This design comes from an exercise in tuning for small area, a short achievable clock period and few clock cycles on the open sky130 flow, not from production work. In this exercise RTL edits were held to simulation tests only and were not proved equivalent to the original. Power is estimated from default activity; no workload was simulated.

## old
// mips16_core
module mips16_core(
	input clk,
	input rst,  
	output [9:0] imem_addr,
	input [15:0] imem_rdata,
	output [9:0] dmem_addr,
	output dmem_we,
	output [15:0] dmem_wdata,
	input [15:0] dmem_rdata,
	input [15:0] in_data,
	output rf_we,
	output [4:0] rf_waddr,
	output [15:0] rf_wdata
	);
Size in the first run: about 3900 cells after synthesis.
clock: 44.0 ns
lec_check: 0
cap_margin: 10
core_margin: 2
core_utilization: 55
slew_margin: 10
synth_hierarchical: 1
synth_minimum_keep_size: 0
standard.sh (not shown) runs the stock make flow with config.mk's settings and CLKGATE_MAP_FILE= SYNTH_SCRIPT=/design/flow/synth_recipe.tcl, a recipe that flattens the netlist after the stock synthesis.
==> flow/flow/run.sh <==
#!/bin/bash
set -euo pipefail
MARGIN=34.0
bash standard.sh SETUP_SLACK_MARGIN=$MARGIN "BUFFER_PORTS_ARGS=-buffer_cell sky130_fd_sc_hd__buf_4" finish > standard_flow.log 2>&1
Testbench counts of old, summed over its fixed seeds: cycles 27,902.
Modified inputs, new compared to old
Settings: CAP_MARGIN now 20, was 10; CORE_UTILIZATION now 40, was 55; SLEW_MARGIN now 20, was 10.
--- outcome ---
- The final layout from new, which completed every stage, passed the timing, design-rule and antenna checks at the end of the flow.
- Of the two values seen for start point of the critical path, rfw_data[1] was produced by old and rfw_addr[4] by new.
- Reported for old and new, synthesized-area fraction occupied by ao, oa, aoi and oai cells turned out identical to the last digit.
- new against old: number of clock buffers in the layout now sits higher, global-route usage now sits lower.

* * *

== 03-28 ==
mips16_core, a different RTL version from the one above (not shown whole).
Size: about 3100 cells after synthesis, about 590 flip-flops, ~36000 um^2 of cells after synthesis.
Design mips16_core, start of the top module:
module mips16_core(
	input clk,
	input rst,  
	output [9:0] imem_addr,
	input [15:0] imem_rdata,
	output [9:0] dmem_addr,
	output dmem_we,
	output [15:0] dmem_wdata,
	input [15:0] dmem_rdata,
	input [15:0] in_data,
	output rf_we,
	output [4:0] rf_waddr,
	output [15:0] rf_wdata
	);
	localparam [5:0] OP_NOP = 6'h00, OP_LW = 6'h01, OP_SW = 6'h02, OP_MV = 6'h03,
		OP_BGZ = 6'h04, OP_BEZ = 6'h05, OP_JMP = 6'h06, OP_JAL = 6'h07, OP_JR = 6'h08,
		OP_SLT = 6'h09, OP_SLTI = 6'h0A, OP_SEQ = 6'h0B, OP_SEQI = 6'h0C, OP_LIM = 6'h0D,
		OP_SL = 6'h0E, OP_SR = 6'h0F, OP_ADD = 6'h10, OP_SUB = 6'h11, OP_MULT = 6'h12,
		OP_DIV = 6'h13, OP_MOD = 6'h14, OP_ADDI = 6'h15, OP_SUBI = 6'h16, OP_MULTI = 6'h17,
		OP_DIVI = 6'h18, OP_MODI = 6'h19, OP_NOT = 6'h1A, OP_XOR = 6'h1B, OP_OR = 6'h1C,
		OP_AND = 6'h1D, OP_LWR = 6'h1E, OP_SWR = 6'h1F, OP_SI = 6'h20, OP_SLI = 6'h21,
		OP_SRI = 6'h22;
	reg [9:0] fpc, npc;
	reg ahead;          
	reg dv;             
	reg [15:0] ir;
	reg ev;             
	reg e_wr1;          
	reg e_sw;           
	reg [1:0] ph;       
	reg [3:0] cnt;      
	reg ld_iss;         
	reg [9:0] dm_addr;
	reg dm_we;
	reg [15:0] dm_wdata;  
	reg rfw_we;
	reg [4:0] rfw_addr;
	reg [15:0] rfw_data;  
	assign imem_addr = fpc;
	assign dmem_addr = dm_addr;
	assign dmem_we = dm_we;
	assign dmem_wdata = dm_wdata;
	assign rf_we = rfw_we;
	assign rf_waddr = rfw_addr;
	assign rf_wdata = rfw_data;
	wire [5:0] op = ir[15:10];
	wire [4:0] fa = ir[9:5];
	wire [4:0] fb = ir[4:0];
	wire is_lw = (op == OP_LW), is_lwr = (op == OP_LWR);
	wire [4:0] ra = e_sw ? 5'd1 : fa;
	wire [15:0] rA, rB;
	wire r1nz;
	reg wen;
  ...
clock: 44.0 ns
lec_check: 0
cap_margin: 20
core_margin: 2
core_utilization: 40
slew_margin: 20
synth_hierarchical: 1
synth_minimum_keep_size: 0
==> flow/flow/run.sh <==
#!/bin/bash
set -euo pipefail
MARGIN=33.85
bash standard.sh SETUP_SLACK_MARGIN=$MARGIN "BUFFER_PORTS_ARGS=-buffer_cell sky130_fd_sc_hd__buf_4" finish > standard_flow.log 2>&1
03-28 completed end to end with timing, DRC and antenna clean.
Testbench counts of 03-28, summed over its fixed seeds: cycles 27,902.
diff inputs: 03-28 => 01-12
- CTS_CLUSTER_SIZE: unset -> 30
- CTS_CLUSTER_DIAMETER: unset -> 100
Notes after the runs:
- Cell count: 01-12 lower than 03-28
- Comparing 03-28 against 01-12, there is no change at all in critical path depth.
- Static leakage, 01-12 and 03-28: lower on 01-12
- Between 01-12 and 03-28, final critical path time including I/O delays and setup is lower for 03-28, 01-12 comes in above that.
- Compared with 03-28, in 01-12 design area now sits lower; clock distribution area overhead in the final layout now smaller; power per standard cell area shows a reduction of 3.5 nW/um^2.
- Critical path launch point = dm_addr[2]$_DFFE_PP_: 01-12; critical path launch point = dm_addr[5]$_DFFE_PP_: 03-28
- Comparing 03-28 with 01-12, the basic-gate share of the synthesized area counting and, or, nand and nor cells came out essentially unchanged.

-- static timing again, ports no longer ideal --
The results above use ideal ports. As a check the final layouts listed here were re-extracted and re-timed, cells and wires unchanged.
Step 1 (the two cells are an assumption about what drives the block):
set clk [get_ports {clk}]
set_driving_cell -lib_cell sky130_fd_sc_hd__clkbuf_16 $clk
set_driving_cell -lib_cell sky130_fd_sc_hd__buf_2 [delete_from_list [all_inputs] $clk]
Step 2, shift: input delay + t, output delay - t, t = (earliest + latest rising clock arrival at the registers) / 2. This alone moves slack from input paths to output paths.
Slacks: ideal ports / drivers / drivers and shift; pairs: ideal ports / drivers.
run | shift t [ns] | slack for setup (ns) | clock arrival spread, ns
old | 0.737 | 33.845 / 33.778 / 33.341 | 0.066 / 0.066
new | 0.717 | 33.849 / 33.783 / 33.438 | 0.040 / 0.040
03-28 | 0.678 | 33.832 / 33.767 / 33.282 | 0.042 / 0.042
01-12 | 0.706 | 33.801 / 33.738 / 33.297 | 0.062 / 0.062
After both steps setup and hold are still met in every run listed. For 03-28, which loses most, drivers alone change the setup slack by -0.065 ns; drivers and shift together by -0.550 ns.
